Context: an optimization exercise on an open-source flow, tuned for small area, a short achievable clock period and few clock cycles. The choices shown serve that exercise and are no tape-out recipe.
At most, simulation tests tie the RTL to the original design; equivalence was not proved.
The flow treats the clock pin as an ideal source. Dropping or thinning the clock tree relies on that and would not hold on a real chip.
Power and IR drop assume default switching activity.

==> flow/design.v <==
`timescale 1ns / 1ps
module day3_part2_top( clk, rst, rom_addr, rom_data, sum, done );
    input clk;
    input rst;
    output [13:0] rom_addr;
    input [7:0] rom_data;
    output [31:0] sum;
    output done;
    reg        rst_q;       
    reg [13:0] addr;
    reg [6:0]  hi;          
    reg [7:0]  lo;          
    reg        pz;          
    reg        l1, l2, l3;  
    reg [52:1] seen1;
    reg [52:1] seen2;
    reg        keep1a;      
    reg        keep1b;      
    reg        keep2a;      
    reg        keep2b;      
    reg [5:0]  badge;
    reg        add;         
    reg        add2;        
    reg        c3;
    reg [5:0]  sum_lo;
    reg        carry;
    reg [11:0] sum_hi;
    reg        fin;         
    reg        fin2;
    reg        int_done;
    wire zero = hi[0] & lo[0];
    wire eol = zero & ~pz;                        
    wire last = eol & l3;                         
    wire [52:1] keep1 = {{26{keep1b}}, {26{keep1a}}};
    wire [52:1] keep2 = {{26{keep2b}}, {26{keep2a}}};
    reg [52:1] hit;
    integer i;
    always @(*)
        for (i = 1; i <= 52; i = i + 1)
            hit[i] = hi[i / 8] & lo[i % 8];
    reg [5:0] enc;
    always @(*) begin
        enc = 6'd0;
        for (i = 1; i <= 52; i = i + 1)
            if (seen1[i]) enc = enc | i[5:0];
    end
    assign rom_addr = addr;
    assign sum = {14'd0, sum_hi, sum_lo};
    assign done = int_done;
    always @(posedge clk) begin
        rst_q <= rst;
        addr <= rst_q ? 14'd0 : addr + 14'd1;
        for (i = 0; i < 7; i = i + 1)
            hi[i] <= (rom_data[5:3] == i);
        for (i = 0; i < 8; i = i + 1)
            lo[i] <= (rom_data[2:0] == i);
        pz <= zero;
        l1 <= ~rst_q & ((~l1 & ~l2 & ~l3) | (l1 & ~eol) | last);
        l2 <= ~rst_q & ((l2 & ~eol) | (l1 & eol));
        l3 <= ~rst_q & ((l3 & ~eol) | (l2 & eol));
        keep1a <= ~rst_q & ~(eol & (l2 | l3));
        keep1b <= ~rst_q & ~(eol & l2) & ~last;
        keep2a <= ~rst_q & ~last;
        keep2b <= ~rst_q & ~(eol & (l1 | l3));
        seen1 <= (seen1 & keep1) | (hit & ({52{l1}} | ({52{l3}} & seen2)));
        seen2 <= (seen2 & keep2) | (hit & {52{l2}} & seen1);
        badge <= enc;
        add <= ~rst_q & last & ~int_done;
        add2 <= ~rst_q & add;
        if (rst_q) begin
            sum_lo <= 6'd0;
            c3 <= 1'b0;
            carry <= 1'b0;
            sum_hi <= 12'd0;
        end else begin
            if (add)
                {c3, sum_lo[2:0]} <= {1'b0, sum_lo[2:0]} + {1'b0, badge[2:0]};
            if (add2)
                {carry, sum_lo[5:3]} <= {1'b0, sum_lo[5:3]} + {1'b0, badge[5:3]} + {3'd0, c3};
            else
                carry <= 1'b0;
            sum_hi <= sum_hi + {11'd0, carry};
        end
        fin <= ~rst_q & zero & pz & l1;
        fin2 <= ~rst_q & fin;
        int_done <= ~rst & ~rst_q & (int_done | fin2);
    end
endmodule
Settings: LEC_CHECK=0, ABC_CLOCK_PERIOD_IN_PS=1500, CAP_MARGIN=20, CORE_MARGIN=2, CORE_UTILIZATION=40, SETUP_SLACK_MARGIN=2.5, SLEW_MARGIN=20; clock period 4.0 ns.
standard.sh (not shown) runs the stock make flow with config.mk's settings and CLKGATE_MAP_FILE= SYNTH_SCRIPT=/design/flow/synth_recipe.tcl, a recipe that flattens the netlist after the stock synthesis.
==> flow/flow/run.sh <==
#!/bin/bash
# The standard layout (standard.sh), except:
# - the clock tree is built by flow/mycts.tcl, run as ORFS's PRE_CTS_TCL hook,
#   which then skips clock_tree_synthesis: the clock port drives 4 root
#   inverters, each driving 2 leaf inverters, each driving an equal-count grid
#   cluster of flip-flops (two inversions: the flip-flops see the port clock);
# - the port buffers are buf_2 cells instead of delay cells;
# - setup repair does not insert buffers (unbuffer, sizeup, swap only).
# All tool output goes to standard.log and ORFS's own logs under orfs/logs.
set -euo pipefail
export PRE_CTS_TCL=$PWD/flow/mycts.tcl
export MYCTS_COLS=4
export MYCTS_ROWS=2
export MYCTS_ROOT=sky130_fd_sc_hd__inv_12
export MYCTS_LEAF=sky130_fd_sc_hd__inv_16
export MYCTS_OUTBUF=sky130_fd_sc_hd__buf_2
export MYCTS_INBUF=sky130_fd_sc_hd__buf_2
export SETUP_MOVE_SEQUENCE=unbuffer,sizeup,swap
# slow wide OR gates are left out of synthesis and repair; adders are plain
# gates for abc rather than full-adder cells
export DONT_USE_CELLS="sky130_fd_sc_hd__or4* sky130_fd_sc_hd__or3*"
export ADDER_MAP_FILE=
bash standard.sh > standard.log 2>&1
Other scripts of this flow, unchanged in this note and not shown: flow/flow/mycts.tcl
The starting point finished clean.
Testbench counts at the start, summed over its fixed seeds: cycles 164,595.
Then changed:
--- a/flow/design.v
+++ b/flow/design.v
@@ -5,12 +5,13 @@
     output [13:0] rom_addr;
     input [7:0] rom_data;
     output [31:0] sum;
     output done;
     reg        rst_q;       
     reg [13:0] addr;
+    reg        addr_cy;     
     reg [6:0]  hi;          
     reg [7:0]  lo;          
     reg        pz;          
     reg        l1, l2, l3;  
     reg [52:1] seen1;
     reg [52:1] seen2;
@@ -20,16 +21,18 @@
     reg        keep2b;      
     reg [5:0]  badge;
     reg        add;         
     reg        add2;        
     reg        c3;
     reg [5:0]  sum_lo;
-    reg        carry;
+    reg        carry;       
+    reg        carry2;      
     reg [11:0] sum_hi;
     reg        fin;         
     reg        fin2;
+    reg        fin3;
     reg        int_done;
     wire zero = hi[0] & lo[0];
     wire eol = zero & ~pz;                        
     wire last = eol & l3;                         
     wire [52:1] keep1 = {{26{keep1b}}, {26{keep1a}}};
     wire [52:1] keep2 = {{26{keep2b}}, {26{keep2a}}};
@@ -46,13 +49,20 @@
     end
     assign rom_addr = addr;
     assign sum = {14'd0, sum_hi, sum_lo};
     assign done = int_done;
     always @(posedge clk) begin
         rst_q <= rst;
-        addr <= rst_q ? 14'd0 : addr + 14'd1;
+        if (rst_q) begin
+            addr <= 14'd0;
+            addr_cy <= 1'b0;
+        end else begin
+            addr[6:0] <= addr[6:0] + 7'd1;
+            addr[13:7] <= addr[13:7] + {6'd0, addr_cy};
+            addr_cy <= (addr[6:0] == 7'd126);
+        end
         for (i = 0; i < 7; i = i + 1)
             hi[i] <= (rom_data[5:3] == i);
         for (i = 0; i < 8; i = i + 1)
             lo[i] <= (rom_data[2:0] == i);
         pz <= zero;
         l1 <= ~rst_q & ((~l1 & ~l2 & ~l3) | (l1 & ~eol) | last);
@@ -68,21 +78,20 @@
         add <= ~rst_q & last & ~int_done;
         add2 <= ~rst_q & add;
         if (rst_q) begin
             sum_lo <= 6'd0;
             c3 <= 1'b0;
             carry <= 1'b0;
+            carry2 <= 1'b0;
             sum_hi <= 12'd0;
         end else begin
-            if (add)
-                {c3, sum_lo[2:0]} <= {1'b0, sum_lo[2:0]} + {1'b0, badge[2:0]};
-            if (add2)
-                {carry, sum_lo[5:3]} <= {1'b0, sum_lo[5:3]} + {1'b0, badge[5:3]} + {3'd0, c3};
-            else
-                carry <= 1'b0;
-            sum_hi <= sum_hi + {11'd0, carry};
+            {c3, sum_lo[2:0]} <= {1'b0, sum_lo[2:0]} + {1'b0, badge[2:0] & {3{add}}};
+            {carry, sum_lo[5:3]} <= {1'b0, sum_lo[5:3]} + {1'b0, badge[5:3] & {3{add2}}} + {3'd0, c3};
+            {carry2, sum_hi[5:0]} <= {1'b0, sum_hi[5:0]} + {6'd0, carry};
+            sum_hi[11:6] <= sum_hi[11:6] + {5'd0, carry2};
         end
         fin <= ~rst_q & zero & pz & l1;
         fin2 <= ~rst_q & fin;
-        int_done <= ~rst & ~rst_q & (int_done | fin2);
+        fin3 <= ~rst_q & fin2;
+        int_done <= ~rst & ~rst_q & (int_done | fin3);
     end
 endmodule
The changed run passed the timing, DRC and antenna checks.
Flip-flop and latch count went up by 3.
Die area goes down by 1.1%.
Sequential power is about the same.
Sequential share of layout area goes up by 1.2 points.
Cell area shrinks by 0.59%.
Via count went down by 2.0%.
Routed wire length is about the same.
Function not checked in the second run of this note: the RTL went through the layout flow alone. In every run of this note, the design's own scripts or RTL, not TritonCTS, make the clock network.

[separate check: timing with driven ports]
In the flow no input, the clock included, has a driving cell. The finished layouts below were timed again as built, in two steps. Step 1 (the two cells are an assumption about what drives the block):
set clk [get_ports {clk}]
set_driving_cell -lib_cell sky130_fd_sc_hd__clkbuf_16 $clk
set_driving_cell -lib_cell sky130_fd_sc_hd__buf_2 [delete_from_list [all_inputs] $clk]
Step 2, shift: input delay + t, output delay - t, t = (earliest + latest rising clock arrival at the registers) / 2. This alone moves slack from input paths to output paths. a / b / c = ideal / step 1 / step 2; a / b = the first two.
run | shift t [ns] | setup WS [ns] | slew at the worst register clock pin (ns)
the first run | 0.268 | 2.501 / 2.349 / 2.500 | 0.07 / 0.07
the second run | 0.270 | 2.092 / 2.092 / 2.092 | 0.07 / 0.07
After both steps setup and hold are still met in every run listed. The setup slack of the first run, which loses most, moves by -0.152 ns with the drivers and by -0.001 ns with both steps.
